This design comes from an exercise in tuning for small area on the open sky130 flow, not from production work.
The RTL was checked by simulation tests, not by an equivalence proof against the original design.
Power is estimated from default activity; no workload was simulated.

$ cat flow/run.sh
#!/bin/bash
# synth_recipe.tcl (not shown) runs the flow's synth.tcl, then flattens the netlist and writes it again
# the make line also repeats each setting of config.mk as NAME=value (left out here)
make -C /OpenROAD-flow-scripts/flow DESIGN_CONFIG=/design/flow/config.mk WORK_HOME=/design/flow/orfs CLKGATE_MAP_FILE= SYNTH_SCRIPT=/design/flow/synth_recipe.tcl finish
$ cat flow/config.mk
export PLATFORM = sky130hd
export DESIGN_NAME = ADS8688
export DESIGN_NICKNAME = ADS8688
export VERILOG_FILES = /design/flow/design.v
export SDC_FILE = /design/flow/constraint.sdc
export NUM_CORES = 4
export LEC_CHECK = 0
export CAP_MARGIN = 20
export CORE_MARGIN = 2
export CORE_UTILIZATION = 60
export CTS_BUF_LIST = sky130_fd_sc_hd__clkbuf_2 sky130_fd_sc_hd__clkbuf_4 sky130_fd_sc_hd__clkbuf_8
export PLACE_DENSITY = 0.7
export SLEW_MARGIN = 20
$ cat flow/constraint.sdc
create_clock -name core_clock -period 10.0 [get_ports {CLK_50M}]
set_input_delay 2.0000 -clock core_clock [delete_from_list [all_inputs] [get_ports {CLK_50M}]]
set_output_delay 2.0000 -clock core_clock [all_outputs]
set_load 0.01 [all_outputs]
$ cat flow/design.v
module OverZero
(
	input  [15:0] datain,
	input  [15:0] zero,
	output        flag
);
	assign flag = (datain > zero);
endmodule
module ADS8688
(
input wire rst_n,
input CLK_50M,
output clk_100,
output reg CS,
output wire SCLK,
output reg SDI,
input SDO,
output reg RST,
output reg [15:0] rddat7,rddat6,rddat5,rddat0,rddat4,rddat3,outRMS,
input [11:0] dataAddr,
input RDdata
);
reg [1:0] ph;
wire spi_rise = (ph == 2'd2);
wire spi_fall = (ph == 2'd1);
always @(posedge CLK_50M or negedge rst_n)
	if (!rst_n)
		ph <= 2'd0;
	else if (ph == 2'd2)
		ph <= 2'd0;
	else
		ph <= ph + 2'd1;
assign SCLK = ~CS & (ph != 2'd2);
reg [6:0] cnt;
reg [3:0] order;
reg [15:0] rddat;
wire frame_end = (cnt > 7'd82);
reg [15:0] cmd;
always @(*)
	case (order)
	4'd0:  cmd = 16'h0B00;
	4'd1:  cmd = 16'h1901;
	4'd2:  cmd = 16'h1701;
	4'd3:  cmd = 16'h1501;
	4'd4:  cmd = 16'h0B01;
	4'd5:  cmd = 16'h1301;
	4'd6:  cmd = 16'h1101;
	4'd7:  cmd = 16'hDC00;
	4'd8:  cmd = 16'hD800;
	4'd9:  cmd = 16'hD400;
	4'd10: cmd = 16'hC000;
	4'd11: cmd = 16'hD000;
	4'd12: cmd = 16'hCC00;
	default: cmd = 16'hCC00;
	endcase
always @(posedge CLK_50M or negedge rst_n)
	if (!rst_n) begin
		cnt <= 7'd0;
		CS <= 1'b0;
		RST <= 1'b0;
		order <= 4'd0;
		SDI <= 1'b0;
	end else if (spi_rise) begin
		RST <= 1'b1;
		if (frame_end) begin
			CS <= 1'b1;
			cnt <= 7'd40;
			order <= (order == 4'd12) ? 4'd7 : order + 4'd1;
		end else begin
			CS <= (cnt < 7'd50);
			cnt <= cnt + 7'd1;
		end
		if (cnt >= 7'd50 && cnt <= 7'd65)
			SDI <= cmd[4'd15 - cnt[3:0] + 4'd2];
	end
always @(posedge CLK_50M)
	if (spi_fall && order > 4'd6 && cnt >= 7'd67 && cnt <= 7'd82)
		rddat <= {rddat[14:0], SDO};
always @(posedge CLK_50M or negedge rst_n)
	if (!rst_n) begin
		rddat7 <= 16'd0;
		rddat6 <= 16'd0;
		rddat5 <= 16'd0;
		rddat0 <= 16'd0;
		rddat4 <= 16'd0;
		rddat3 <= 16'd0;
	end else if (spi_rise && frame_end) begin
		if (order == 4'd7)  rddat3 <= rddat;
		if (order == 4'd8)  rddat7 <= rddat;
		if (order == 4'd9)  rddat6 <= rddat;
		if (order == 4'd10) rddat5 <= rddat;
		if (order == 4'd11) rddat0 <= rddat;
		if (order == 4'd12) rddat4 <= rddat;
	end
OverZero OverZero_inst
(
	.datain(rddat6),
	.zero(16'd32768),
	.flag(clk_100)
);
reg cs_d;
always @(posedge CLK_50M or negedge rst_n)
	if (!rst_n)
		cs_d <= 1'b0;
	else
		cs_d <= CS;
wire evt = CS & ~cs_d;
reg r1, r2;
reg [15:0] cnt50;
reg [15:0] max_cnt;
reg pvalid;       
reg accp;         
reg zf;           
wire latch = r1 & ~r2 & (cnt50 > 16'd100);
always @(posedge CLK_50M or negedge rst_n)
	if (!rst_n) begin
		r1 <= 1'b0;
		r2 <= 1'b0;
		cnt50 <= 16'd0;
		pvalid <= 1'b0;
		accp <= 1'b0;
	end else if (evt) begin
		r1 <= clk_100;
		r2 <= r1;
		cnt50 <= latch ? 16'd0 : cnt50 + 16'd1;
		accp <= ~latch;
		if (latch)
			pvalid <= 1'b1;
	end
wire t0 = (cnt[1:0] == 2'd0) && (ph == 2'd0);
wire win = (cnt >= 7'd44) && (cnt <= 7'd67);
wire [2:0] p = cnt[4:2] - 3'd3;    
wire win_end = (cnt == 7'd67) && (ph == 2'd2);
always @(posedge CLK_50M or negedge rst_n)
	if (!rst_n)
		zf <= 1'b1;
	else if (evt && latch)
		zf <= 1'b1;
	else if (win_end && accp)
		zf <= 1'b0;
reg [47:0] ring7, ring6, ring5, ring0, ring4, ring3;
reg [47:0] Power_7, Power_6, Power_5, Power_0, Power_4, Power_3;
reg [15:0] x;
reg [3:0] rsel;
always @(*)
	case (p)
	3'd0: begin x = rddat7; rsel = ring7[3:0]; end
	3'd1: begin x = rddat6; rsel = ring6[3:0]; end
	3'd2: begin x = rddat5; rsel = ring5[3:0]; end
	3'd3: begin x = rddat0; rsel = ring0[3:0]; end
	3'd4: begin x = rddat4; rsel = ring4[3:0]; end
	default: begin x = rddat3; rsel = ring3[3:0]; end
	endcase
wire c = ~x[15];
wire [14:0] v = x[14:0] ^ {15{c}};
reg [3:0] m;
always @(*)
	case ({cnt[1:0], ph})
	4'b0000: m = v[3:0];
	4'b0001: m = v[7:4];
	4'b0010: m = v[11:8];
	4'b0100: m = {1'b0, v[14:12]};
	default: m = 4'd0;
	endcase
reg [15:0] acc;
wire [15:0] acc_in = t0 ? (c ? {v, 1'b1} : 16'd0) : acc;
wire [19:0] s = acc_in + v * m;
always @(posedge CLK_50M)
	acc <= s[19:4];
reg cy;
wire [4:0] sum = (zf ? 4'd0 : rsel) + s[3:0] + (t0 ? 1'b0 : cy);
always @(posedge CLK_50M)
	cy <= sum[4];
wire act = win & accp;
always @(posedge CLK_50M) begin
	ring7 <= {(act && p == 3'd0) ? sum[3:0] : ring7[3:0], ring7[47:4]};
	ring6 <= {(act && p == 3'd1) ? sum[3:0] : ring6[3:0], ring6[47:4]};
	ring5 <= {(act && p == 3'd2) ? sum[3:0] : ring5[3:0], ring5[47:4]};
	ring0 <= {(act && p == 3'd3) ? sum[3:0] : ring0[3:0], ring0[47:4]};
	ring4 <= {(act && p == 3'd4) ? sum[3:0] : ring4[3:0], ring4[47:4]};
	ring3 <= {(act && p == 3'd5) ? sum[3:0] : ring3[3:0], ring3[47:4]};
end
always @(posedge CLK_50M)
	if (evt && latch) begin
		Power_7 <= ring7;
		Power_6 <= ring6;
		Power_5 <= ring5;
		Power_0 <= ring0;
		Power_4 <= ring4;
		Power_3 <= ring3;
		max_cnt <= cnt50;
	end
always @(posedge CLK_50M or negedge rst_n)
	if (!rst_n)
		outRMS <= 16'd0;
	else if (RDdata) begin
		if (!pvalid)
			outRMS <= 16'd0;
		else
			case (dataAddr[7:0])
			8'd0:  outRMS <= Power_7[47:32];
			8'd1:  outRMS <= Power_7[31:16];
			8'd2:  outRMS <= Power_7[15:0];
			8'd3:  outRMS <= Power_6[47:32];
			8'd4:  outRMS <= Power_6[31:16];
			8'd5:  outRMS <= Power_6[15:0];
			8'd6:  outRMS <= Power_5[47:32];
			8'd7:  outRMS <= Power_5[31:16];
			8'd8:  outRMS <= Power_5[15:0];
			8'd9:  outRMS <= Power_0[47:32];
			8'd10: outRMS <= Power_0[31:16];
			8'd11: outRMS <= Power_0[15:0];
			8'd12: outRMS <= Power_4[47:32];
			8'd13: outRMS <= Power_4[31:16];
			8'd14: outRMS <= Power_4[15:0];
			8'd15: outRMS <= Power_3[47:32];
			8'd16: outRMS <= Power_3[31:16];
			8'd17: outRMS <= Power_3[15:0];
			8'd18: outRMS <= max_cnt;
			default: outRMS <= 16'd0;
			endcase
	end
endmodule
==> impl_metrics.env, run 1 <==
export IMPL_slew_headroom_pct=26.6
export IMPL_cp_num_buf_inv=3
export IMPL_top_layer_used="met4"
export IMPL_grt_max_degree=87
export IMPL_portBuffers=128
export IMPL_totalWireLength_um=68600
export IMPL_period_share_pct=71.9
export IMPL_finalInstanceArea_mm2=0.0332
export IMPL_syn_to_final_growth_pct=15.3
export IMPL_finalClockSkew_ns=0.0545
export IMPL_powerDensity_mw_per_mm2=183
export IMPL_grt_total_usage_pct=28.0
export IMPL_cap_violations=0
export IMPL_cts_made_buffers=117
export IMPL_yosysTopAreaCell="edfxtp_1"
export IMPL_dpl_hpwl_um=45500
export IMPL_setup_tns_ns=0
export IMPL_ys_types=73
export IMPL_globalplace_congestion=0.838
export IMPL_yosys_most_used_dff="edfxtp_1"
export IMPL_hold_violations=0
export IMPL_route_detailed_drc=0
export IMPL_grt_pass1_wl_um=104000
export IMPL_first_pass_iters=5
export IMPL_synth_area_leaders="edfxtp_1, dfxtp_1, dfrtp_1"
export IMPL_antenna_diode_count=0
export IMPL_cts_tree="yes"
export IMPL_tightest_slew_ns=1.10
export IMPL_rows=80
export IMPL_wl_met2_um=31400
export IMPL_mostFrequentLayoutCell="edfxtp_1"
export IMPL_synth_edff_count=320
export IMPL_crit_family="adder cells"
export IMPL_crit_reg2reg_launch="cnt[2]"
export IMPL_async_reset_ff_share_pct=19.4
export IMPL_synthCells=2043
export IMPL_die_area_mm2=0.0498
export IMPL_ctsResizeCount=0
export IMPL_num_io_pins=133
export IMPL_place_area_mm2=0.0307
export IMPL_worstPathRequired_ns=10.60
export IMPL_drive_gt1_share_pct=19.0
export IMPL_postSynthRegisterBits=775
export IMPL_fp_coreArea_mm2=0.0475
export IMPL_mostFrequentLayoutCells="edfxtp_1, dfxtp_1, dfrtp_1"
export IMPL_worstPathArrival_ns=7.79
export IMPL_ys_seq_area_share_pct=67.5
export IMPL_min_from="ring6[28]"
export IMPL_cp_start_kind="flip-flop"
export IMPL_worstSetupPathType="reg -> reg"
export IMPL_synth_top_area_share_pct=33.3
export IMPL_clockBufferDepth=3
export IMPL_clk_pin_slew_ns=0.06
export IMPL_wl_per_cell_um=23.3
export IMPL_ant_nets=0
export IMPL_drt_iter0_markers=1569
export IMPL_fin_crit_ns=7.19
export IMPL_status="timing/DRC/antenna clean"
export IMPL_leakagePower_nw=13.0
export IMPL_cts_root_buffer="clkbuf_8"
export IMPL_synth_fp_nets=2164
export IMPL_antenna_found_initial=0
export IMPL_syn_area_mm2=0.0288
export IMPL_startpoint="cnt[2]"
export IMPL_cpPeakStageDelay_ns=0.89
export IMPL_vias_per_cell=5.88
export IMPL_hp_class="reg -> reg"
export IMPL_nFillCells=3243
export IMPL_htreeDepth=3
export IMPL_vias=17300
export IMPL_rsz0062_at_grt="no"
export IMPL_clock_latency_ns=0.74
export IMPL_clock_sinks=775
export IMPL_syn_avg_cell_area_um2=14.1
export IMPL_path_cells="clkinv_1 -> nor2_2 -> buf_4 -> nand2_1 -> a21oi_1 -> a21oi_1 -> ha_1 -> mux2_2 -> o22ai_1 -> nand2_1 -> or2_2 -> fa_1 -> fa_1 -> inv_1 -> fa_1 -> ha_1 -> nor2b_1 -> o2111ai_1 -> a21oi_1 -> o21ai_0 -> nand2_1 -> a311o_1 -> a21o_1"
export IMPL_die_w_um=223
export IMPL_start_util_pct=60.7
export IMPL_cp_max_fo=18
export IMPL_ir_drop_v=0.000103
export IMPL_worst_setup_path_end_kind="flip-flop"
export IMPL_fin_nets=2350
export IMPL_wl_met3_um=5520
export IMPL_gr_total_overflow=0
export IMPL_die_y_um=223
export IMPL_fmax_mhz=139
export IMPL_post_cts_setup_buffer_count=0
export IMPL_met1_length_um=29800
export IMPL_finalSetupViolCount=0
export IMPL_ys_warn_count=1
export IMPL_ctsHoldBuffers=0
export IMPL_grt_pass1_vias=17700
export IMPL_maxSlewViolCount=0
export IMPL_crit_path_top_delay_cell="nor2_2"
==> logic make-up (layout without fill, tap and decap cells) <==
family / after synthesis / after routing / synth area share (%)
DFF: 775 / 775 / 67.5
and+or+nand+nor: 405 / 405 / 6.55
AOI/OAI and AO/OA: 358 / 358 / 8.15
muxes: 221 / 221 / 9.16
buffers and inverters: 156 / 447 / 2.25
adders and majority gates: 105 / 105 / 5.68
xor gates and xnor gates: 23 / 23 / 0.699
==> worst register-to-register path, stage by stage, from the launching register on <==
cell,delay (ns)
dfrtp_2,0.37
clkinv_1,0.32
nor2_2,0.89
buf_4,0.27
nand2_1,0.05
a21oi_1,0.13
a21oi_1,0.07
ha_1,0.37
mux2_2,0.28
o22ai_1,0.14
nand2_1,0.30
or2_2,0.42
fa_1,0.51
fa_1,0.54
inv_1,0.05
fa_1,0.48
ha_1,0.35
nor2b_1,0.17
o2111ai_1,0.25
a21oi_1,0.17
o21ai_0,0.33
nand2_1,0.13
a311o_1,0.30
a21o_1,0.18
==> cells in the mapped netlist, drive strengths merged, types with 5 or more instances <==
cell type	n
o2bb2ai	5
nand2	138
a211oi	8
xor2	10
inv	64
and2	8
nand3	40
a22o	9
nor4	5
a221o	6
xnor2	13
clkbuf	42
dfrtp	149
o22ai	9
a31oi	14
a22oi	37
or2	17
nor2	108
dfxtp	305
a221oi	21
o221ai	6
mux2i	57
ha	62
mux2	144
o21ai	74
a21oi	97
a32oi	11
and3	9
buf	48
o211ai	8
a21o	12
nand4	6
edfxtp	320
nor2b	21
o31ai	7
mux4	20
nor3	22
a311oi	5
nand2b	19
fa	43
==> per-layer routing <==
| layer | global-route usage, % | vias up |
|---|---|---|
| li1 | - | 7870 |
| met1 | 39.5 | 8669 |
| met2 | 42.8 | 671 |
| met3 | 7.02 | 138 |
| met4 | 9.79 | 0 |
| met5 | 0 | - |
==> sequential cells by signal (all words and copies together) (netlist names), 48 cells and up <==
signal	cells
Power_0	48
ring3	48
Power_5	48
ring7	48
ring4	48
Power_7	48
ring5	48
Power_3	48
ring0	48
Power_4	48
Power_6	48
ring6	48
==> stage by stage <==
| stage | instances | power [mW] | hold WS, ns | util, % | worst slack [ns] |
|---|---|---|---|---|---|
| final | 2949 | 6.07 | 0.329 | 69.9 | 2.81 |
| after global routing | 2949 | 6.25 | 0.337 | 69.9 | 2.30 |
| after CTS | 2949 | 6.11 | 0.328 | 69.9 | 2.83 |
| after detailed placement | 2725 | 3.42 | 0.333 | 64.6 | 2.89 |
| after global placement | 2724 | 3.42 | 0.328 | 64.6 | 2.93 |
| after floorplan | 2043 | 3.38 | 0.327 | - | 3.53 |
==> final timing paths <==
kind / slack [ns] / cells after the start / end
max in group asynchronous: 7.14 / 2 / cnt[3]
min in group asynchronous: 1.36 / 1 / outRMS[0]
worst min-delay path: 0.33 / 0 / ring6[24]
worst max-delay path: 2.81 / 23 / acc[15]
worst max register to register: 2.81 / 23 / acc[15]
worst min register to register: 0.33 / 0 / ring6[24]
==> report_power, final <==
| group | total [mW] | switching (mW) | internal (mW) |
|---|---|---|---|
| Clock | 2.71 | 1.21 | 1.51 |
| Combinational | 0.0821 | 0.0610 | 0.0210 |
| Sequential | 3.28 | 0 | 3.28 |
==> cell type report <==
class                           count  area, µm²  area share, %
Sequential cell                   775      19500           58.6
Multi-Input combinational cell   1112       8730           26.3
Clock inverter                     39        262          0.787
Tap cell                          615        769           2.31
Timing Repair Buffer              157       1480           4.45
Inverter                           66        248          0.745
Clock buffer                      185       2280           6.85
==> run 2: changes to the inputs <==
==> flow/config.mk (replaced) <==
export PLATFORM = sky130hd
export DESIGN_NAME = ADS8688
export DESIGN_NICKNAME = ADS8688
export VERILOG_FILES = /design/flow/design.v
export SDC_FILE = /design/flow/constraint.sdc
export NUM_CORES = 4
export LEC_CHECK = 0
export CAP_MARGIN = 20
export CORE_MARGIN = 2
export CORE_UTILIZATION = 70
export CTS_BUF_LIST = sky130_fd_sc_hd__clkbuf_4
export PLACE_DENSITY = 0.75
export SLEW_MARGIN = 20
==> run 2 against run 1 <==
Non-clock buffer count shrank 1. Count of clock-buffer cells in the layout grew 92. Sequential power is essentially flat. Still clean. Combinational power grew 2%. Critical path depth grew 1. Clock power shrank 7%. Hold slack lost 0.040 ns. Core utilization grew 11 points. Sequential share of layout area grew 0.46 points. Synthesized area is the same.
==> impl_metrics.env, run 2 <==
export IMPL_status="timing/DRC/antenna clean"
export IMPL_hp_class="reg -> reg"
export IMPL_finalSetupViolCount=0
export IMPL_ctsHoldBuffers=0
export IMPL_antenna_found_initial=1
export IMPL_cap_violations=0
export IMPL_worstPathRequired_ns=10.83
export IMPL_hold_violations=0
export IMPL_ys_warn_count=1
export IMPL_drive_gt1_share_pct=21.3
export IMPL_grt_pass1_wl_um=105000
export IMPL_p_int_mw=4.62
export IMPL_synthTopCellsByCount="edfxtp_1, dfxtp_1, dfrtp_1"
export IMPL_vias=18100
export IMPL_rsz0062_at_grt="no"
export IMPL_swShare_pct=21.6
export IMPL_clock_sinks=775
export IMPL_yosysTopAreaCell="edfxtp_1"
export IMPL_wl_per_cell_um=23.2
export IMPL_postSynthRegisterBits=775
export IMPL_async_reset_ff_share_pct=19.4
export IMPL_synth_fp_nets=2164
export IMPL_cts_tree="yes"
export IMPL_slew_headroom_pct=26.0
export IMPL_synth_area_leaders="edfxtp_1, dfxtp_1, dfrtp_1"
export IMPL_globalplace_congestion=0.880
export IMPL_yosys_most_used_dff="edfxtp_1"
export IMPL_vias_per_cell=6.07
export IMPL_rows=74
export IMPL_mostFrequentLayoutCells="edfxtp_1, dfxtp_1, clkbuf_4"
export IMPL_htreeDepth=4
export IMPL_ir_drop_v=0.000161
export IMPL_route_detailed_drc=0
export IMPL_worst_setup_path_end_kind="flip-flop"
export IMPL_setup_tns_ns=0
export IMPL_num_io_pins=133
export IMPL_synth_top_area_share_pct=33.3
export IMPL_clockBufferDepth=3
export IMPL_clock_latency_ns=0.98
export IMPL_p_seq_share_pct=55.6
export IMPL_syn_to_final_growth_pct=14.4
export IMPL_drt_iter0_markers=1786
export IMPL_worstSetupPathType="reg -> reg"
export IMPL_start_util_pct=70.8
export IMPL_dpl_hpwl_um=45200
export IMPL_comb_power_share_pct=1.4
export IMPL_ant_nets=0
export IMPL_switching_power_mw=1.27
export IMPL_grt_total_usage_pct=33.3
export IMPL_leakagePower_nw=13.1
export IMPL_finalClockSkew_ns=0.0683
export IMPL_cts_made_buffers=181
export IMPL_portBuffers=128
export IMPL_clk_pin_slew_ns=0.08
export IMPL_worstPathArrival_ns=8.36
export IMPL_fin_crit_ns=7.53
export IMPL_cts_root_buffer="clkbuf_4"
export IMPL_post_cts_setup_buffer_count=0
export IMPL_fp_coreArea_mm2=0.0407
export IMPL_syn_avg_cell_area_um2=14.1
export IMPL_ys_seq_area_share_pct=67.5
export IMPL_powerDensity_mw_per_mm2=178
export IMPL_total_power_mw=5.89
export IMPL_first_pass_iters=5
export IMPL_mostFrequentLayoutCell="edfxtp_1"
export IMPL_fmax_mhz=133
export IMPL_period_share_pct=75.3
export IMPL_synth_edff_count=320
export IMPL_cp_max_fo=21
export IMPL_synthCells=2043
export IMPL_die_w_um=207
export IMPL_grt_pass1_vias=18500
export IMPL_die_area_mm2=0.0428
export IMPL_ctsResizeCount=0
export IMPL_clkPwrFrac_pct=43.0
export IMPL_fin_nets=2413
export IMPL_tightest_slew_ns=1.11
export IMPL_maxSlewViolCount=0
export IMPL_gr_total_overflow=0
export IMPL_syn_area_mm2=0.0288
export IMPL_yosysMostFrequentCell="edfxtp_1"
export IMPL_cp_start_kind="flip-flop"
export IMPL_grt_max_degree=85
export IMPL_totalWireLength_um=69100
export IMPL_ys_types=73
export IMPL_die_y_um=207
run 2: metal layers:
metal	part of all wire, %	track usage [%]	wire [µm]
met1	41	45.1	28200
met2	47	51.9	32600
met3	9.4	9.20	6530
met4	2.5	12.9	1750
met5	0	0	0
run 2: metrics by stage:
step / setup slack (ns) / util [%] / cell area, µm² / hold slack (ns) / std cells
after global routing: 2.01 / 81.0 / 33000 / 0.296 / 2980
after CTS: 2.56 / 80.9 / 33000 / 0.286 / 2979
final: 2.47 / 81.0 / 33000 / 0.289 / 2980
after detailed placement: 2.61 / 75.1 / 30600 / 0.333 / 2641
after floorplan: 3.53 / - / 28800 / 0.327 / 2043
after global placement: 2.66 / 75.1 / 30600 / 0.329 / 2641
run 2: worst paths after layout:
path	start	end	slack (ns)	cells after the start
min reg2reg	ring6[28]	ring6[24]	0.29	0
max	cnt[3]	acc[15]	2.47	24
min in group asynchronous	rst_n	outRMS[0]	1.11	1
max reg2reg	cnt[3]	acc[15]	2.47	24
min	ring6[28]	ring6[24]	0.29	0
max in group asynchronous	rst_n	cnt[2]	7.39	2
run 2: cell families after synthesis:
family | count (synthesis) | share of synthesized area (%)
buf+inv | 156 | 2.25
compound gates | 358 | 8.15
mux | 221 | 9.16
fa+ha+maj | 105 | 5.68
xor+xnor | 23 | 0.699
flops | 775 | 67.5
simple gates | 405 | 6.55
run 2: cell type report:
class,instances,area [µm²]
fillers,2336,7760
multi-input cells,1112,8730
repair buffers,156,1470
diodes,1,2.50
well taps,532,666
inverters,66,248
flip-flops and latches,775,19500
clock buffers,277,2080
clock inverters,61,308
run 2: power groups by stage:
| stage | Sequential (mW) | Clock [mW] | Combinational [mW] |
|---|---|---|---|
| final | 3.27 | 2.53 | 0.0837 |
| after global routing | 3.27 | 2.74 | 0.0883 |
| after CTS | 3.27 | 2.58 | 0.0821 |
| after detailed placement | 3.34 | 0 | 0.0818 |
| after global placement | 3.34 | 0 | 0.0806 |
| after floorplan | 3.34 | 0 | 0.0411 |
run 2: critical path, cell delays in order, from the launching register on:
cell and delay [ns]:
dfrtp_1 0.88, buf_4 0.47, mux2_2 0.38, nand2_1 0.09, a21oi_1 0.07, o22ai_1 0.21
buf_4 0.28, ha_1 0.33, nand2b_1 0.19, a21oi_1 0.17, a31oi_1 0.07, o22a_1 0.40
or2_2 0.37, fa_1 0.47, fa_1 0.54, inv_1 0.05, fa_1 0.47, ha_1 0.34
nor2b_1 0.16, o2111ai_1 0.34, a21oi_1 0.18, o21ai_0 0.33, nand2_1 0.13, a311o_1 0.30
a21o_1 0.18
==> run 3: changes to the inputs <==
--- a/flow/config.mk
+++ b/flow/config.mk
@@ -8,6 +8,8 @@
 export CAP_MARGIN = 20
 export CORE_MARGIN = 2
 export CORE_UTILIZATION = 70
-export CTS_BUF_LIST = sky130_fd_sc_hd__clkbuf_4
+export CTS_BUF_LIST = sky130_fd_sc_hd__clkbuf_8
+export CTS_CLUSTER_DIAMETER = 50
+export CTS_CLUSTER_SIZE = 16
 export PLACE_DENSITY = 0.75
 export SLEW_MARGIN = 20
==> run 3 against run 2 <==
Clock power down 36%. Via count decreased by 4.6%. Final cell count shrank 7.6%. Clock skew down 0.029 ns. Non-clock buffer count did not move. Cell area is 3.8% lower. Critical endpoint unchanged. Highest routed layer unchanged.
==> impl_metrics.env, run 3 <==
export IMPL_die_y_um=207
export IMPL_ctsHoldBuffers=0
export IMPL_use_met3_pct=6.20
export IMPL_finalClockSkew_ns=0.0391
export IMPL_vias_per_cell=6.28
export IMPL_min_path_cells=0
export IMPL_htreeDepth=2
export IMPL_globalplace_congestion=0.880
export IMPL_hold_path_end="ring3[11]"
export IMPL_clock_latency_ns=0.70
export IMPL_worst_setup_path_end_kind="flip-flop"
export IMPL_rsz0062_at_grt="no"
export IMPL_syn_avg_cell_area_um2=14.1
export IMPL_maxSlewViolCount=0
export IMPL_slew_headroom_pct=26.3
export IMPL_ff2ff_setup_slack_ns=2.46
export IMPL_cts_tree="yes"
export IMPL_setup_tns_ns=0
export IMPL_grt_total_usage_pct=31.7
export IMPL_hold_violations=0
export IMPL_start_util_pct=70.8
export IMPL_worstSetupPathType="reg -> reg"
export IMPL_hp_class="reg -> reg"
export IMPL_portBuffers=128
export IMPL_grt_pass1_wl_um=101000
export IMPL_ys_warn_count=1
export IMPL_grt_max_degree=85
export IMPL_clockBufferDepth=3
export IMPL_async_reset_ff_share_pct=19.4
export IMPL_first_pass_iters=6
export IMPL_yosys_most_used_dff="edfxtp_1"
export IMPL_syn_to_final_growth_pct=10.0
export IMPL_leakagePower_nw=12.4
export IMPL_synth_edff_count=320
export IMPL_final_cells=2753
export IMPL_fin_crit_ns=7.54
export IMPL_grt_busiest_layer="met2"
export IMPL_vias=17300
export IMPL_placedCellCount=2641
export IMPL_die_area_mm2=0.0428
export IMPL_synth_top_area_share_pct=33.3
export IMPL_antenna_found_initial=0
export IMPL_fmax_mhz=133
export IMPL_route_detailed_drc=0
export IMPL_totalWireLength_um=66800
export IMPL_mostFrequentLayoutCells="edfxtp_1, dfxtp_1, dfrtp_1"
export IMPL_mostFrequentLayoutCell="edfxtp_1"
export IMPL_cap_violations=0
export IMPL_rr_worst_depth=23
export IMPL_gr_total_overflow=0
export IMPL_postSynthRegisterBits=775
export IMPL_ctsResizeCount=0
export IMPL_min_from="ring3[15]"
export IMPL_ant_nets=0
export IMPL_post_cts_setup_buffer_count=0
export IMPL_die_w_um=207
export IMPL_period_share_pct=75.4
export IMPL_use_met2_pct=49.6
export IMPL_yosysTopAreaCell="edfxtp_1"
export IMPL_ys_seq_area_share_pct=67.5
export IMPL_dpl_hpwl_um=45200
export IMPL_rows=74
export IMPL_ir_drop_v=0.000141
export IMPL_finalSetupViolCount=0
export IMPL_drive_gt1_share_pct=13.7
export IMPL_yosysMostFrequentCell="edfxtp_1"
export IMPL_worstPathRequired_ns=10.57
export IMPL_syn_area_mm2=0.0288
export IMPL_cp_max_fo=21
export IMPL_drt_iter0_markers=1569
export IMPL_synth_area_leaders="edfxtp_1, dfxtp_1, dfrtp_1"
export IMPL_synthTopCellsByCount="edfxtp_1, dfxtp_1, dfrtp_1"
export IMPL_num_io_pins=133
export IMPL_crit_reg2reg_launch="cnt[3]"
export IMPL_fin_nets=2292
export IMPL_total_power_mw=4.97
export IMPL_clk_pin_slew_ns=0.10
export IMPL_synthCells=2043
export IMPL_timing_rr_end="acc[15]"
export IMPL_antenna_diode_count=0
export IMPL_synth_fp_nets=2164
export IMPL_clock_sinks=775
export IMPL_cts_root_buffer="clkbuf_8"
export IMPL_ys_types=73
export IMPL_cts_made_buffers=60
export IMPL_fp_coreArea_mm2=0.0407
export IMPL_grt_pass1_vias=17300
export IMPL_worstPathArrival_ns=8.12
export IMPL_wl_per_cell_um=24.3
export IMPL_powerDensity_mw_per_mm2=157
export IMPL_tightest_slew_ns=1.11
export IMPL_gr_usage_met1_pct=45.2
export IMPL_cp_start_kind="flip-flop"
export IMPL_status="timing/DRC/antenna clean"
## run 3: area by class of cell
cell class | instances | area, µm²
Clock buffer | 64 | 881
Clock inverter | 48 | 263
Fill cell | 2493 | 9010
Inverter | 66 | 248
Multi-Input combinational cell | 1112 | 8730
Sequential cell | 775 | 19500
Tap cell | 532 | 666
Timing Repair Buffer | 156 | 1470
## run 3: how the worst max path moves through the flow
| stage | slack [ns] | startpoint | cells past startpoint | endpoint |
|---|---|---|---|---|
| 2_1_floorplan | 3.53 | cnt[3] | 25 | acc[15] |
| 3_3_place_gp | 2.66 | cnt[3] | 23 | acc[15] |
| 3_5_place_dp | 2.61 | cnt[3] | 23 | acc[15] |
| 4_1_cts | 2.57 | cnt[3] | 23 | acc[15] |
| 5_1_grt | 2.02 | cnt[3] | 23 | acc[15] |
| 6_report | 2.46 | cnt[3] | 23 | acc[15] |
## run 3: power by group
group          total (mW)  switching, mW  leakage [nW]  internal, mW
sequential           3.27              0          7.68          3.27
combinational      0.0827         0.0616          3.99        0.0211
clock                1.62           1.01         0.698         0.615
total                4.97           1.07          12.4          3.91
## run 3: per-stage QoR
stage                     cell area (µm²)  util (%)  setup WS, ns  hold slack [ns]
after global placement              30600      75.1          2.66            0.329
after global routing                31700      77.9          2.02            0.348
after floorplan                     28800         -          3.53            0.327
after detailed placement            30600      75.1          2.61            0.333
final                               31700      77.9          2.46            0.344
after CTS                           31700      77.9          2.57            0.344
## run 3: critical path: stages (launching register included)
cell,delay (ns)
dfrtp_1,0.90
buf_4,0.47
mux2_2,0.38
nand2_1,0.09
a21oi_1,0.07
o22ai_1,0.21
buf_4,0.28
ha_1,0.32
mux2_2,0.28
o22ai_1,0.14
nand2_1,0.33
or2_2,0.43
fa_1,0.51
fa_1,0.54
inv_1,0.05
fa_1,0.47
ha_1,0.34
nor2b_1,0.16
o2111ai_1,0.33
a21oi_1,0.17
o21ai_0,0.33
nand2_1,0.13
a311o_1,0.30
a21o_1,0.18
## run 3: logic make-up after synthesis
family	Yosys count	share of synthesized area, %
DFF	775	67.5
and+or+nand+nor	405	6.55
AOI/OAI and AO/OA	358	8.15
muxes	221	9.16
buffers and inverters	156	2.25
adders and majority gates	105	5.68
xor gates and xnor gates	23	0.699
## run 3: layer usage
| layer | part of all wire, % | routed length [µm] |
|---|---|---|
| met1 | 41 | 27600 |
| met2 | 47 | 31100 |
| met3 | 9.0 | 6040 |
| met4 | 3.0 | 2000 |
| met5 | 0 | 0 |
==> run 4: changes to the inputs <==
--- a/flow/config.mk
+++ b/flow/config.mk
@@ -8,8 +8,8 @@
 export CAP_MARGIN = 20
 export CORE_MARGIN = 2
 export CORE_UTILIZATION = 70
-export CTS_BUF_LIST = sky130_fd_sc_hd__clkbuf_8
-export CTS_CLUSTER_DIAMETER = 50
-export CTS_CLUSTER_SIZE = 16
+export CTS_BUF_LIST = sky130_fd_sc_hd__clkbuf_16
+export CTS_CLUSTER_DIAMETER = 60
+export CTS_CLUSTER_SIZE = 28
 export PLACE_DENSITY = 0.75
 export SLEW_MARGIN = 20
==> run 4 against run 3 <==
Sequential share of layout area down 0.87 points. Still clean. Critical path type unchanged. Largest cell class unchanged. Routed wire length rose by 1.1%. Clock skew fell by 0.0042 ns. Maximum frequency is 0.30% lower. Die area unchanged.
==> impl_metrics.env, run 4 <==
export IMPL_cp_max_fo=21
export IMPL_clkPwrFrac_pct=38.4
export IMPL_async_reset_ff_share_pct=19.4
export IMPL_synthSimpleGateAreaFrac_pct=6.55
export IMPL_worstPathArrival_ns=8.04
export IMPL_crit_reg2reg_launch="cnt[3]"
export IMPL_tightest_slew_ns=1.07
export IMPL_ys_seq_area_share_pct=67.5
export IMPL_drive_gt1_share_pct=13.8
export IMPL_synth_xor_area_share_pct=0.699
export IMPL_ctsHoldBuffers=0
export IMPL_finalClockSkew_ns=0.0349
export IMPL_crit_family="adder cells"
export IMPL_fin_nets=2276
export IMPL_hold_violations=0
export IMPL_final_cells=2723
export IMPL_mostFrequentLayoutCells="edfxtp_1, dfxtp_1, dfrtp_1"
export IMPL_fp_coreArea_mm2=0.0407
export IMPL_yosysMostFrequentCell="edfxtp_1"
export IMPL_num_io_pins=133
export IMPL_crit_path_top_delay_cell="dfrtp_1"
export IMPL_p_seq_share_pct=60.0
export IMPL_hold_slack_ns=0.337
export IMPL_clock_latency_ns=0.61
export IMPL_ff_latch_area_mm2=0.0195
export IMPL_worst_setup_path_end_kind="flip-flop"
export IMPL_postSynthRegisterBits=775
export IMPL_grt_pass1_wl_um=102000
export IMPL_yosysTopAreaCell="edfxtp_1"
export IMPL_fmax_mhz=132
export IMPL_start_util_pct=70.8
export IMPL_gr_total_overflow=0
export IMPL_first_pass_iters=5
export IMPL_yosys_most_used_dff="edfxtp_1"
export IMPL_placedCellCount=2641
export IMPL_syn_avg_cell_area_um2=14.1
export IMPL_status="timing/DRC/antenna clean"
export IMPL_rr_worst_depth=23
export IMPL_die_w_um=207
export IMPL_grt_pass1_vias=17300
export IMPL_cp_num_buf_inv=3
export IMPL_gr_usage_met1_pct=45.1
export IMPL_ys_types=73
export IMPL_syn_to_final_growth_pct=11.6
export IMPL_timing_rr_end="acc[15]"
export IMPL_mostFrequentLayoutCell="edfxtp_1"
export IMPL_clk_pin_slew_ns=0.10
export IMPL_ff2ff_setup_slack_ns=2.43
export IMPL_synth_top_family_by_area="multiplexers"
export IMPL_cpPeakStageDelay_ns=0.90
export IMPL_syn_area_mm2=0.0288
export IMPL_globalplace_congestion=0.880
export IMPL_powerDensity_mw_per_mm2=169
export IMPL_synthAdderAreaFrac_pct=5.68
export IMPL_min_from="ring7[13]"
export IMPL_rows=74
export IMPL_fin_crit_ns=7.57
export IMPL_vias_per_cell=6.31
export IMPL_cp_start_kind="flip-flop"
export IMPL_antenna_diode_count=0
export IMPL_rsz0062_at_grt="no"
export IMPL_ys_warn_count=1
export IMPL_drt_iter0_markers=1854
export IMPL_ir_drop_v=0.000173
export IMPL_cts_tree="yes"
export IMPL_synth_edff_count=320
export IMPL_ctsResizeCount=0
export IMPL_switching_power_mw=1.18
export IMPL_min_path_cells=0
export IMPL_maxSlewViolCount=0
export IMPL_cap_violations=0
export IMPL_multi_input_area_mm2=0.00873
export IMPL_period_share_pct=75.7
export IMPL_hold_path_end="ring7[9]"
export IMPL_die_y_um=207
export IMPL_vias=17200
export IMPL_slew_headroom_pct=28.4
export IMPL_finalSetupViolCount=0
export IMPL_dpl_hpwl_um=45200
export IMPL_ant_nets=0
export IMPL_comb_power_share_pct=1.5
export IMPL_post_cts_setup_buffer_count=0
export IMPL_antenna_found_initial=0
export IMPL_worstPathRequired_ns=10.48
export IMPL_use_met3_pct=6.67
export IMPL_route_detailed_drc=0
export IMPL_synthCells=2043
export IMPL_synthTopCellsByCount="edfxtp_1, dfxtp_1, dfrtp_1"
export IMPL_path_cells="buf_4 -> mux2_2 -> nand2_1 -> a21oi_1 -> o22ai_1 -> buf_4 -> ha_1 -> mux2_2 -> o22ai_1 -> nand2_1 -> or2_2 -> fa_1 -> fa_1 -> inv_1 -> fa_1 -> ha_1 -> nor2b_1 -> o2111ai_1 -> a21oi_1 -> o21ai_0 -> nand2_1 -> a311o_1 -> a21o_1"
export IMPL_finalInstanceArea_mm2=0.0322
export IMPL_grt_busiest_layer="met2"
export IMPL_grt_total_usage_pct=32.0
export IMPL_setup_tns_ns=0
export IMPL_cts_root_buffer="clkbuf_16"
export IMPL_die_area_mm2=0.0428
export IMPL_p_int_mw=4.27
export IMPL_clock_sinks=775
export IMPL_totalWireLength_um=67500
export IMPL_synth_area_leaders="edfxtp_1, dfxtp_1, dfrtp_1"
export IMPL_worstSetupPathType="reg -> reg"
export IMPL_wl_per_cell_um=24.8
export IMPL_place_area_mm2=0.0306
export IMPL_use_met2_pct=50.7
export IMPL_hp_class="reg -> reg"
export IMPL_leakagePower_nw=12.5
export IMPL_synth_fp_nets=2164
export IMPL_nFillCells=2395
export IMPL_startpoint="cnt[3]"
export IMPL_cts_made_buffers=44
export IMPL_synth_compound_area_share_pct=8.15
export IMPL_clockBufferDepth=3
export IMPL_grt_max_degree=85
export IMPL_swShare_pct=21.7
export IMPL_synth_top_area_share_pct=33.3
export IMPL_portBuffers=128
export IMPL_synthMuxAreaShare_pct=9.16
export IMPL_htreeDepth=2
## run 4: cell counts after synthesis
Identical to the previous run, type by type.
## run 4: stage by stage
step,power (mW),utilization (%),worst slack [ns]
2_1_floorplan,3.38,-,3.53
3_3_place_gp,3.42,75.1,2.66
6_report,5.45,79.0,2.43
5_1_grt,5.58,79.0,2.03
3_5_place_dp,3.42,75.1,2.61
4_1_cts,5.46,79.0,2.55
## run 4: worst reg2reg max path, stage by stage (launching register included)
cell       delay, ns
dfrtp_1         0.90
buf_4           0.47
mux2_2          0.40
nand2_1         0.09
a21oi_1         0.07
o22ai_1         0.21
buf_4           0.27
ha_1            0.33
mux2_2          0.28
o22ai_1         0.14
nand2_1         0.32
or2_2           0.42
fa_1            0.51
fa_1            0.54
inv_1           0.05
fa_1            0.47
ha_1            0.35
nor2b_1         0.16
o2111ai_1       0.33
a21oi_1         0.17
o21ai_0         0.33
nand2_1         0.13
a311o_1         0.30
a21o_1          0.18
## run 4: cell families (layout without fill, tap and decap cells)
kind of cell | after synthesis | after routing
compound gates | 358 | 358
mux | 221 | 221
flops | 775 | 775
buf+inv | 156 | 304
xor+xnor | 23 | 23
simple gates | 405 | 405
fa+ha+maj | 105 | 105
## run 4: layer usage
layer | part of all wire [%] | wire [µm] | vias to the layer above
met5 | 0 | 0 | -
met4 | 2.8 | 1860 | 0
met3 | 8.8 | 5940 | 124
met2 | 47 | 31800 | 774
met1 | 41 | 27900 | 8620
li1 | - | - | 7670
## run 4: worst max-delay path by stage
stage                     endpoint  slack [ns]  cells after the start
after global routing       acc[15]        2.03                     23
after floorplan            acc[15]        3.53                     25
final                      acc[15]        2.43                     23
after detailed placement   acc[15]        2.61                     23
after CTS                  acc[15]        2.55                     23
after global placement     acc[15]        2.66                     23
## run 4: cell type report
type	instances	area share (%)
sequential	775	60.5
multi-input combinational	1112	27.1
timing repair buffer	156	4.57
clock buffer	47	3.65
tap	532	2.07
clock inverter	35	1.32
inverter	66	0.770
## run 4: power by group through the flow
| stage | clock, mW | combinational, mW | sequential (mW) |
|---|---|---|---|
| floorplan | 0 | 0.0411 | 3.34 |
| detailed placement | 0 | 0.0818 | 3.34 |
| CTS | 2.11 | 0.0824 | 3.27 |
| finish | 2.09 | 0.0833 | 3.27 |
| global route | 2.22 | 0.0884 | 3.27 |
| global placement | 0 | 0.0806 | 3.34 |
==> run 5: changes to the inputs <==
==> flow/config.mk (replaced) <==
export PLATFORM = sky130hd
export DESIGN_NAME = ADS8688
export DESIGN_NICKNAME = ADS8688
export VERILOG_FILES = /design/flow/design.v
export SDC_FILE = /design/flow/constraint.sdc
export NUM_CORES = 4
export LEC_CHECK = 0
export CAP_MARGIN = 20
export CORE_MARGIN = 2
export CORE_UTILIZATION = 40
export PLACE_DENSITY = 0.6
export SLEW_MARGIN = 20
==> run 5 against run 4 <==
Still clean on timing, DRC and antenna. Synthesized area did not move. Hold slack barely moved. Routed wire length is 5.3% higher. Global-route usage is 13 points lower. Final cell count increased by 18%. Maximum frequency up 4.5%. Clock skew barely moved. Worst setup slack better by 0.33 ns. Largest cell class unchanged.
==> impl_metrics.env, run 5 <==
export IMPL_postSynthRegisterBits=775
export IMPL_gr_usage_met1_pct=25.8
export IMPL_cts_tree="yes"
export IMPL_total_power_mw=6.23
export IMPL_finalSetupViolCount=0
export IMPL_synthSimpleGateAreaFrac_pct=6.55
export IMPL_ir_drop_v=0.000147
export IMPL_die_w_um=273
export IMPL_grt_max_degree=157
export IMPL_antenna_diode_count=0
export IMPL_vias=17000
export IMPL_synthTopCellsByCount="edfxtp_1, dfxtp_1, dfrtp_1"
export IMPL_powerDensity_mw_per_mm2=185
export IMPL_htreeDepth=3
export IMPL_post_cts_setup_buffer_count=0
export IMPL_antenna_found_initial=1
export IMPL_dpl_hpwl_um=46600
export IMPL_synth_top_family_by_area="multiplexers"
export IMPL_use_met2_pct=31.0
export IMPL_synth_xor_area_share_pct=0.699
export IMPL_rows=98
export IMPL_synth_compound_area_share_pct=8.15
export IMPL_cts_root_buffer="clkbuf_16"
export IMPL_first_pass_iters=5
export IMPL_finalClockSkew_ns=0.0351
export IMPL_portBuffers=128
export IMPL_drt_iter0_markers=1379
export IMPL_syn_avg_cell_area_um2=14.1
export IMPL_synth_fp_nets=2164
export IMPL_final_cells=3207
export IMPL_switching_power_mw=1.31
export IMPL_wl_per_cell_um=22.2
export IMPL_ff2ff_setup_slack_ns=2.76
export IMPL_swShare_pct=21.0
export IMPL_cts_made_buffers=78
export IMPL_min_path_cells=0
export IMPL_yosysMostFrequentCell="edfxtp_1"
export IMPL_synthMuxAreaShare_pct=9.16
export IMPL_hold_violations=0
export IMPL_cp_max_fo=15
export IMPL_synth_area_leaders="edfxtp_1, dfxtp_1, dfrtp_1"
export IMPL_fmax_mhz=138
export IMPL_hp_class="reg -> reg"
export IMPL_worst_setup_path_end_kind="flip-flop"
export IMPL_globalplace_congestion=0.825
export IMPL_ant_nets=0
export IMPL_mostFrequentLayoutCells="edfxtp_1, dfxtp_1, dfrtp_1"
export IMPL_ctsHoldBuffers=0
export IMPL_grt_busiest_layer="met2"
export IMPL_vias_per_cell=5.30
export IMPL_fin_nets=2313
export IMPL_worstPathRequired_ns=10.53
export IMPL_worstPathArrival_ns=7.76
export IMPL_leakagePower_nw=12.9
export IMPL_slew_headroom_pct=24.2
export IMPL_synth_edff_count=320
export IMPL_grt_pass1_vias=17600
export IMPL_ys_warn_count=1
export IMPL_placedCellCount=3060
export IMPL_die_y_um=273
export IMPL_route_detailed_drc=0
export IMPL_ys_seq_area_share_pct=67.5
export IMPL_p_seq_share_pct=52.6
export IMPL_num_io_pins=133
export IMPL_yosys_most_used_dff="edfxtp_1"
export IMPL_async_reset_ff_share_pct=19.4
export IMPL_ctsResizeCount=0
export IMPL_use_met3_pct=4.95
export IMPL_drive_gt1_share_pct=15.3
export IMPL_synthAdderAreaFrac_pct=5.68
export IMPL_fp_coreArea_mm2=0.0715
export IMPL_cp_start_kind="flip-flop"
export IMPL_grt_total_usage_pct=19.1
export IMPL_status="timing/DRC/antenna clean"
export IMPL_die_area_mm2=0.0743
export IMPL_clk_pin_slew_ns=0.06
export IMPL_clkPwrFrac_pct=46.1
export IMPL_clockBufferDepth=3
export IMPL_syn_area_mm2=0.0288
export IMPL_synthCells=2043
export IMPL_maxSlewViolCount=0
export IMPL_mostFrequentLayoutCell="edfxtp_1"
export IMPL_rr_worst_depth=23
export IMPL_p_int_mw=4.92
export IMPL_tightest_slew_ns=1.14
export IMPL_clock_latency_ns=0.64
export IMPL_synth_top_area_share_pct=33.3
export IMPL_post_route_util_pct=47.1
export IMPL_start_util_pct=40.3
export IMPL_period_share_pct=72.4
export IMPL_yosysTopAreaCell="edfxtp_1"
export IMPL_fin_crit_ns=7.24
export IMPL_setup_tns_ns=0
export IMPL_cap_violations=0
export IMPL_totalWireLength_um=71100
export IMPL_clock_sinks=775
export IMPL_syn_to_final_growth_pct=16.8
export IMPL_rsz0062_at_grt="no"
export IMPL_worstSetupPathType="reg -> reg"
export IMPL_hold_slack_ns=0.337
export IMPL_grt_pass1_wl_um=108000
export IMPL_gr_total_overflow=0
export IMPL_comb_power_share_pct=1.4
export IMPL_ys_types=73
run 5: power groups by stage:
stage,Clock (mW),Sequential (mW),Combinational (mW)
after floorplan,0,3.34,0.0411
after global placement,0,3.34,0.0842
after detailed placement,0,3.34,0.0848
after CTS,2.93,3.27,0.0853
after global routing,3.06,3.27,0.0914
final,2.87,3.27,0.0848
run 5: path summary, 6_finish.rpt:
| check | start | to |
|---|---|---|
| worst min register to register | ring3[26] | ring3[22] |
| max in group asynchronous | rst_n | cnt[3] |
| min in group asynchronous | rst_n | rddat5[9] |
| worst max-delay path | cnt[3] | acc[15] |
| worst min-delay path | ring3[26] | ring3[22] |
| worst max register to register | cnt[3] | acc[15] |
run 5: cell families (layout without fill, tap and decap cells):
kind of cell / after synthesis / in the layout
simple gates: 405 / 405
mux: 221 / 221
fa+ha+maj: 105 / 105
xor+xnor: 23 / 23
buf+inv: 156 / 370
compound gates: 358 / 358
flops: 775 / 775
run 5: cell type report:
type,count,area (µm²)
Clock inverter,36,362
Clock buffer,109,2180
Tap cell,950,1190
Inverter,66,248
Sequential cell,775,19500
Timing Repair Buffer,159,1510
Multi-Input combinational cell,1112,8730
Fill cell,6190,37800
run 5: critical path, stage by stage (launching register included):
cell and delay (ns):
dfrtp_2 0.60, inv_1 0.24, nor2_2 0.63, buf_4 0.32, nand2_1 0.07, a21oi_1 0.12
a21oi_1 0.10, ha_1 0.40, mux2_2 0.28, o22ai_1 0.15, nand2_1 0.33, or2_2 0.42
fa_1 0.52, fa_1 0.55, inv_1 0.06, fa_1 0.48, ha_1 0.35, nor2b_1 0.17
o2111ai_1 0.23, a21oi_1 0.16, o21ai_0 0.34, nand2_1 0.16, a311o_1 0.30, a21o_1 0.17
run 5: metrics by stage:
step | instance area [µm²] | setup WS, ns
floorplan | 28800 | 3.53
global placement | 31100 | 2.87
detailed placement | 31100 | 2.77
CTS | 33700 | 2.78
global route | 33700 | 2.37
finish | 33700 | 2.76
run 5: routing by layer:
metal	vias up	share of wire, %
met5	-	0.018
met4	2	2.2
met3	107	7.9
met2	564	47
met1	8531	43
li1	7782	-
==> run 6: changes to the inputs <==
==> flow/flow/run.sh (new file) <==
#!/bin/bash
# The standard layout (standard.sh), changed in three ways:
#  - synthesis maps the logic with an area-oriented ABC script (flow/area.abc)
#    instead of ORFS's speed script; everything else in synthesis is the standard flow's own
#    synth_recipe.tcl, so the registers are the standard synthesis's;
#  - port buffers are sky130_fd_sc_hd__buf_1 (every port still gets one);
#  - CTS inserts no dummy loads.
# make's output goes to flow.log; ORFS writes each step's log under orfs/logs.
set -euo pipefail
W=$PWD
F=$W/flow
{
  echo "proc abc {args} { set i \[lsearch -exact \$args -script\]; if {\$i >= 0} { lset args \[expr {\$i + 1}\] $F/area.abc }; yosys abc {*}\$args }"
  cat "$W/synth_recipe.tcl"
} > "$W/area_synth.tcl"
sed -e "s#SYNTH_SCRIPT=[^ ]*#SYNTH_SCRIPT=$W/area_synth.tcl#" "$W/standard.sh" > "$W/area_standard.sh"
grep -q "SYNTH_SCRIPT=$W/area_synth.tcl" "$W/area_standard.sh"
export BUFFER_PORTS_ARGS="-buffer_cell sky130_fd_sc_hd__buf_1"
export CTS_ARGS="-sink_clustering_enable -repair_clock_nets -sink_clustering_size 16 -sink_clustering_max_diameter 50 -buf_list sky130_fd_sc_hd__clkbuf_8 -dont_use_dummy_load"
bash "$W/area_standard.sh" > "$W/flow.log" 2>&1
==> flow/flow/area.abc (new file) <==
&get -n
&st
&dch -f
&nf -p -a -R 1000
&put
topo
==> flow/standard.sh (new file) <==
#!/bin/bash
# synth_recipe.tcl (not shown) runs the flow's synth.tcl, then flattens the netlist and writes it again
# the make line also repeats each setting of config.mk as NAME=value (left out here)
make -C /OpenROAD-flow-scripts/flow DESIGN_CONFIG=/design/flow/config.mk WORK_HOME=/design/flow/orfs CLKGATE_MAP_FILE= SYNTH_SCRIPT=/design/flow/synth_recipe.tcl "${@:-finish}"
--- a/flow/config.mk
+++ b/flow/config.mk
@@ -7,6 +7,9 @@
 export LEC_CHECK = 0
 export CAP_MARGIN = 20
 export CORE_MARGIN = 2
-export CORE_UTILIZATION = 40
-export PLACE_DENSITY = 0.6
+export CORE_UTILIZATION = 70
+export CTS_BUF_LIST = sky130_fd_sc_hd__clkbuf_8
+export CTS_CLUSTER_DIAMETER = 50
+export CTS_CLUSTER_SIZE = 16
+export PLACE_DENSITY = 0.75
 export SLEW_MARGIN = 20
removed: flow/run.sh
==> run 6 against run 5 <==
The flow now stops in 1_2_yosys.
==> impl_metrics.env, run 6 <==
export IMPL_toolErrorMsg="ERROR: TCL interpreter returned an error: wrong # args: should be \"set varName ?newValue?\""
export IMPL_haltStage="1_2_yosys"
export IMPL_ys_warn_count=1
export IMPL_status="did not finish"
==> run 7: changes to the inputs <==
==> flow/flow/area.abc (replaced) <==
strash
dch -f
amap
topo
==> run 7 against run 6 <==
The flow again stops in 1_2_yosys.
==> impl_metrics.env, run 7 <==
export IMPL_haltStage="1_2_yosys"
export IMPL_status="did not finish"
export IMPL_toolErrorMsg="ERROR: TCL interpreter returned an error: wrong # args: should be \"set varName ?newValue?\""
export IMPL_ys_warn_count=1
==> run 8: changes to the inputs <==
--- a/flow/flow/run.sh
+++ b/flow/flow/run.sh
@@ -10,7 +10,8 @@
 W=$PWD
 F=$W/flow
 {
-  echo "proc abc {args} { set i \[lsearch -exact \$args -script\]; if {\$i >= 0} { lset args \[expr {\$i + 1}\] $F/area.abc }; yosys abc {*}\$args }"
+  echo "set ::area_abc_script $F/area.abc"
+  echo "source $F/abc_proc.tcl"
   cat "$W/synth_recipe.tcl"
 } > "$W/area_synth.tcl"
 sed -e "s#SYNTH_SCRIPT=[^ ]*#SYNTH_SCRIPT=$W/area_synth.tcl#" "$W/standard.sh" > "$W/area_standard.sh"
==> flow/flow/abc_proc.tcl (new file) <==
# Point yosys's abc call at the area-oriented script; all other arguments stay.
proc abc {args} {
  set i [lsearch -exact $args -script]
  if {$i >= 0} { lset args [expr {$i + 1}] $::area_abc_script }
  yosys abc {*}$args
}
==> run 8 against run 7 <==
The run now finishes clean.
==> impl_metrics.env, run 8 <==
export IMPL_status="timing/DRC/antenna clean"
export IMPL_antenna_found_initial=0
export IMPL_vias=16900
export IMPL_finalClockSkew_ns=0.0972
export IMPL_crit_reg2reg_launch="cnt[3]"
export IMPL_hold_violations=0
export IMPL_finalSetupViolCount=0
export IMPL_rr_worst_depth=28
export IMPL_mostFrequentLayoutCell="edfxtp_1"
export IMPL_maxSlewViolCount=0
export IMPL_grt_max_degree=151
export IMPL_syn_area_mm2=0.0270
export IMPL_rsz0062_at_grt="no"
export IMPL_cp_num_cells=28
export IMPL_ir_drop_v=0.000129
export IMPL_clockBufferDepth=3
export IMPL_grt_total_usage_pct=32.3
export IMPL_portBuffers=128
export IMPL_ys_warn_count=1
export IMPL_hp_class="reg -> reg"
export IMPL_fp_coreArea_mm2=0.0378
export IMPL_clock_latency_ns=0.70
export IMPL_multi_input_area_mm2=0.00706
export IMPL_die_y_um=200
export IMPL_powerDensity_mw_per_mm2=161
export IMPL_crit_path_top_delay_cell="nor2_1"
export IMPL_cp_common_cell="clkinv_1"
export IMPL_wl_per_cell_um=24.1
export IMPL_timing_rr_end="acc[14]"
export IMPL_drt_iter0_markers=1676
export IMPL_worstPathRequired_ns=10.49
export IMPL_cap_violations=0
export IMPL_drive_gt1_share_pct=5.13
export IMPL_yosysMostFrequentCell="edfxtp_1"
export IMPL_period_share_pct=85.1
export IMPL_ff2ff_setup_slack_ns=1.49
export IMPL_dpl_hpwl_um=43900
export IMPL_cts_tree="yes"
export IMPL_fmax_mhz=118
export IMPL_ctsHoldBuffers=0
export IMPL_grt_pass1_vias=17100
export IMPL_syn_avg_cell_area_um2=14.2
export IMPL_fin_nets=2248
export IMPL_route_detailed_drc=0
export IMPL_die_area_mm2=0.0401
export IMPL_synth_area_leaders="edfxtp_1, dfxtp_1, dfrtp_1"
export IMPL_synthTopCellsByCount="edfxtp_1, dfxtp_1, nor2_1"
export IMPL_vias_per_cell=6.41
export IMPL_gr_total_overflow=0
export IMPL_min_from="ring5[39]"
export IMPL_ys_seq_area_share_pct=72.1
export IMPL_yosysTopAreaCell="edfxtp_1"
export IMPL_async_reset_ff_share_pct=19.4
export IMPL_setup_tns_ns=0
export IMPL_postSynthRegisterBits=775
export IMPL_cp_max_fo=15
export IMPL_crit_family="adder cells"
export IMPL_yosys_most_used_dff="edfxtp_1"
export IMPL_synthCells=1902
export IMPL_first_pass_iters=6
export IMPL_ant_nets=0
export IMPL_rows=71
export IMPL_worstPathArrival_ns=9.00
export IMPL_leakagePower_nw=11.4
export IMPL_synth_edff_count=320
export IMPL_start_util_pct=71.3
export IMPL_tightest_slew_ns=1.17
export IMPL_globalplace_congestion=0.946
export IMPL_ctsResizeCount=0
export IMPL_cts_root_buffer="clkbuf_8"
export IMPL_synth_top_area_share_pct=35.6
export IMPL_num_io_pins=133
export IMPL_clk_pin_slew_ns=0.10
export IMPL_antenna_diode_count=0
export IMPL_final_cells=2636
export IMPL_cts_made_buffers=58
export IMPL_fin_crit_ns=8.51
export IMPL_hold_path_end="ring5[35]"
export IMPL_slew_headroom_pct=22.1
export IMPL_nFillCells=2411
export IMPL_cp_num_buf_inv=9
export IMPL_ys_types=47
export IMPL_cp_start_kind="flip-flop"
export IMPL_placedCellCount=2578
export IMPL_htreeDepth=2
export IMPL_worstSetupPathType="reg -> reg"
export IMPL_mostFrequentLayoutCells="edfxtp_1, dfxtp_1, nor2_1"
export IMPL_die_w_um=200
export IMPL_ff_latch_area_mm2=0.0195
export IMPL_cpPeakStageDelay_ns=0.60
export IMPL_synth_fp_nets=2023
export IMPL_totalWireLength_um=63500
export IMPL_syn_to_final_growth_pct=8.45
export IMPL_post_cts_setup_buffer_count=0
export IMPL_worst_setup_path_end_kind="flip-flop"
export IMPL_min_path_cells=0
export IMPL_grt_pass1_wl_um=98000
export IMPL_clock_sinks=775
==> run 8: how the worst max path moves through the flow <==
stage / end / start / slack [ns]
after CTS: acc[14] / cnt[3] / 1.73
after global placement: acc[14] / cnt[2] / 1.99
final: acc[14] / cnt[3] / 1.49
after floorplan: Power_0[0] / cnt50[0] / 0.58
after global routing: acc[14] / cnt[3] / 0.99
after detailed placement: acc[14] / cnt[2] / 1.80
==> run 8: power breakdown <==
group	switching, mW	total (mW)	internal [mW]	leakage (nW)
registers	0.0000000000000000962	3.27	3.27	8.12
logic	0.0208	0.0239	0.00309	2.85
clock network	0.894	1.41	0.516	0.417
total	0.914	4.70	3.79	11.4
==> run 8: logic make-up after synthesis <==
family                     share of synthesized area, %
and+or+nand+nor                                    7.19
AOI/OAI and AO/OA                                  12.6
buffers and inverters                              2.00
DFF                                                72.1
adders and majority gates                          6.06
==> run 8: cell type report <==
cell class / instances / share of cell area, %
flip-flops and latches: 775 / 66.5
inverters: 144 / 1.87
well taps: 511 / 2.18
repair buffers: 165 / 2.60
multi-input cells: 983 / 24.1
clock buffers: 58 / 2.73
==> run 8: through the flow <==
step	utilization [%]	instance area (µm²)	worst slack, ns	hold WS (ns)	power [mW]
finish	77.4	29300	1.49	0.301	4.70
global route	77.4	29300	0.991	0.313	4.84
CTS	77.4	29300	1.73	0.306	4.73
detailed placement	75.2	28500	1.80	0.333	3.37
global placement	75.2	28500	1.99	0.328	3.36
floorplan	-	27000	0.582	0.327	3.34
==> run 8: worst reg2reg max path: cells and delay by family, from the launching register on <==
| family | cells | cell delay, ns |
|---|---|---|
| fa+ha+maj | 5 | 2.31 |
| buf+inv | 9 | 1.68 |
| compound gates | 8 | 2.17 |
| simple gates | 6 | 1.75 |
| flops | 1 | 0.43 |
==> run 8: layer usage <==
metal | GRT usage (%) | up-vias | routed length, µm
met5 | 0 | - | 0
li1 | - | 7553 | -
met1 | 42.4 | 8327 | 24300
met3 | 5.94 | 169 | 5630
met2 | 52.3 | 845 | 30400
met4 | 16.4 | 0 | 3250
==> run 9: changes to the inputs <==
==> flow/flow/area.abc (replaced) <==
&get -n
&st
&dch -f
&nf -p -a -R 1000
&put
topo
==> run 9 against run 8 <==
Still clean. Final cell count is 4.2% lower. Worst setup slack better by 1.1 ns. Count of clock-buffer cells in the layout stayed put. Critical path type unchanged. Largest cell class unchanged. Largest power group unchanged.
==> impl_metrics.env, run 9 <==
export IMPL_finalSetupViolCount=0
export IMPL_leakagePower_nw=11.7
export IMPL_worstPathRequired_ns=10.51
export IMPL_yosysMostFrequentCell="edfxtp_1"
export IMPL_die_w_um=200
export IMPL_syn_to_final_growth_pct=8.33
export IMPL_vias=15600
export IMPL_worstPathArrival_ns=7.92
export IMPL_setup_tns_ns=0
export IMPL_ctsHoldBuffers=0
export IMPL_ctsResizeCount=0
export IMPL_fmax_mhz=135
export IMPL_synth_edff_count=320
export IMPL_grt_max_degree=184
export IMPL_rsz0062_at_grt="no"
export IMPL_syn_area_mm2=0.0270
export IMPL_hold_violations=0
export IMPL_antenna_diode_count=0
export IMPL_num_io_pins=133
export IMPL_grt_total_usage_pct=29.0
export IMPL_hp_class="reg -> reg"
export IMPL_ys_seq_area_share_pct=72.1
export IMPL_synthCells=1794
export IMPL_grt_pass1_wl_um=89200
export IMPL_cts_made_buffers=58
export IMPL_ff2ff_setup_slack_ns=2.58
export IMPL_mostFrequentLayoutCell="edfxtp_1"
export IMPL_period_share_pct=74.2
export IMPL_crit_reg2reg_launch="cnt[3]"
export IMPL_hold_path_end="ring5[11]"
export IMPL_hold_slack_ns=0.329
export IMPL_syn_avg_cell_area_um2=15.1
export IMPL_async_reset_ff_share_pct=19.4
export IMPL_clk_pin_slew_ns=0.10
export IMPL_vias_per_cell=6.18
export IMPL_cts_tree="yes"
export IMPL_grt_pass1_vias=15900
export IMPL_powerDensity_mw_per_mm2=161
export IMPL_tightest_slew_ns=1.09
export IMPL_synth_top_area_share_pct=35.6
export IMPL_start_util_pct=71.4
export IMPL_drt_iter0_markers=1286
export IMPL_htreeDepth=2
export IMPL_portBuffers=128
export IMPL_multi_input_area_mm2=0.00735
export IMPL_synth_area_leaders="edfxtp_1, dfxtp_1, dfrtp_1"
export IMPL_totalWireLength_um=57100
export IMPL_postSynthRegisterBits=775
export IMPL_gr_total_overflow=0
export IMPL_clock_sinks=775
export IMPL_rr_worst_depth=24
export IMPL_first_pass_iters=7
export IMPL_die_area_mm2=0.0402
export IMPL_post_cts_setup_buffer_count=0
export IMPL_fp_coreArea_mm2=0.0378
export IMPL_synth_fp_nets=1915
export IMPL_dpl_hpwl_um=39000
export IMPL_clock_latency_ns=0.69
export IMPL_drive_gt1_share_pct=5.36
export IMPL_maxSlewViolCount=0
export IMPL_finalClockSkew_ns=0.0703
export IMPL_route_detailed_drc=0
export IMPL_wl_per_cell_um=22.6
export IMPL_status="timing/DRC/antenna clean"
export IMPL_nFillCells=2400
export IMPL_min_from="ring5[15]"
export IMPL_antenna_found_initial=0
export IMPL_ir_drop_v=0.000133
export IMPL_fin_nets=2137
export IMPL_ys_warn_count=1
export IMPL_rows=71
export IMPL_cp_max_fo=15
export IMPL_min_path_cells=0
export IMPL_die_y_um=200
export IMPL_ant_nets=0
export IMPL_ff_latch_area_mm2=0.0195
export IMPL_synthTopCellsByCount="edfxtp_1, dfxtp_1, dfrtp_1"
export IMPL_timing_rr_end="acc[13]"
export IMPL_yosysTopAreaCell="edfxtp_1"
export IMPL_worst_setup_path_end_kind="flip-flop"
export IMPL_cap_violations=0
export IMPL_globalplace_congestion=0.877
export IMPL_worstSetupPathType="reg -> reg"
export IMPL_cp_start_kind="flip-flop"
export IMPL_slew_headroom_pct=27.0
export IMPL_cts_root_buffer="clkbuf_8"
export IMPL_ys_types=50
export IMPL_fin_crit_ns=7.42
export IMPL_clockBufferDepth=3
export IMPL_mostFrequentLayoutCells="edfxtp_1, dfxtp_1, dfrtp_1"
export IMPL_yosys_most_used_dff="edfxtp_1"
run 9: cell type report:
type / count / area share [%]
Sequential cell: 775 / 66.5
Inverter: 69 / 0.885
Timing Repair Buffer: 162 / 2.58
Clock buffer: 58 / 2.73
Multi-Input combinational cell: 950 / 25.1
Tap cell: 511 / 2.18
run 9: metrics by stage:
| stage | setup slack, ns | instances | power, mW | area (µm²) | util, % |
|---|---|---|---|---|---|
| 2_1_floorplan | 0.857 | 1794 | 3.34 | 27000 | - |
| 3_3_place_gp | 2.86 | 2467 | 3.36 | 28500 | 75.2 |
| 3_5_place_dp | 2.74 | 2467 | 3.36 | 28500 | 75.2 |
| 4_1_cts | 2.63 | 2525 | 4.73 | 29300 | 77.3 |
| 5_1_grt | 2.13 | 2525 | 4.85 | 29300 | 77.4 |
| 6_report | 2.58 | 2525 | 4.71 | 29300 | 77.4 |
run 9: per-layer routing:
metal | GRT usage (%) | routed length [µm]
met2 | 47.8 | 27500
met1 | 38.8 | 23300
met3 | 5.44 | 3960
met4 | 11.8 | 2280
met5 | 0 | 0
run 9: worst max path at each step:
stage | from | end | slack, ns
2_1_floorplan | cnt50[0] | cnt50[11] | 0.86
3_3_place_gp | cnt[3] | acc[13] | 2.86
3_5_place_dp | cnt[3] | acc[13] | 2.74
4_1_cts | cnt[3] | acc[13] | 2.63
5_1_grt | cnt[3] | acc[13] | 2.13
6_report | cnt[3] | acc[13] | 2.58
run 9: power by group:
part | switching, mW | leakage, nW | internal (mW) | total, mW
sequential | 0.0000000000000000829 | 8.12 | 3.27 | 3.27
clock | 0.897 | 0.417 | 0.517 | 1.41
combinational | 0.0196 | 3.20 | 0.00334 | 0.0229
run 9: kinds of logic after synthesis:
| group | count (synthesis) | share of synthesized area, % |
|---|---|---|
| DFF | 775 | 72.1 |
| xor gates and xnor gates | 27 | 0.875 |
| adders and majority gates | 105 | 6.06 |
| and+or+nand+nor | 376 | 6.39 |
| AOI/OAI and AO/OA | 322 | 8.70 |
| buffers and inverters | 69 | 0.958 |
| muxes | 120 | 4.97 |
run 9: critical path: stages (launching register included):
cell	delay [ns]
dfrtp_1	0.51
nor2_1	0.33
and2_0	0.58
buf_4	0.36
a22oi_1	0.13
nand2_1	0.10
a221oi_1	0.06
ha_1	0.42
o22ai_1	0.12
nor2_1	0.81
or2_0	0.24
fa_1	0.46
fa_1	0.55
clkinv_1	0.08
fa_1	0.49
ha_1	0.36
nand2_1	0.06
o21ai_0	0.28
a211oi_1	0.12
nor2_1	0.23
a31oi_1	0.20
or3_1	0.34
o211ai_1	0.17
a21oi_1	0.13
xnor2_1	0.14

[static timing again, ports no longer ideal]
No port has a modelled driver above. Below, the same layouts with a new extraction and two added sets of constraints.
Step 1 (the two cells are an assumption about what drives the block):
set clk [get_ports {CLK_50M}]
set_driving_cell -lib_cell sky130_fd_sc_hd__clkbuf_16 $clk
set_driving_cell -lib_cell sky130_fd_sc_hd__buf_2 [delete_from_list [all_inputs] $clk]
Step 2 adds t to the input delays and takes it off the output delays; t is the mean of the earliest and latest rising clock arrival at the registers after step 1. Input paths then give back, and output paths get back, about the clock's delay inside the block.
Three values: ideal, step 1, step 2; two values: the first two.
| run | t (ns) | setup WS [ns] | worst hold slack (ns) |
|---|---|---|---|
| run 1 | 0.770 | 2.809 / 2.809 / 2.809 | 0.329 / 0.329 / 0.329 |
| run 2 | 1.007 | 2.470 / 2.470 / 2.470 | 0.289 / 0.289 / 0.289 |
| run 3 | 0.736 | 2.457 / 2.457 / 2.457 | 0.344 / 0.344 / 0.344 |
| run 4 | 0.649 | 2.435 / 2.435 / 2.435 | 0.337 / 0.337 / 0.337 |
| run 5 | 0.683 | 2.763 / 2.763 / 2.763 | 0.337 / 0.337 / 0.337 |
| run 8 | 0.708 | 1.492 / 1.492 / 1.492 | 0.301 / 0.301 / 0.301 |
| run 9 | 0.709 | 2.583 / 2.583 / 2.583 | 0.329 / 0.329 / 0.329 |
After both steps every run listed still meets setup and hold.
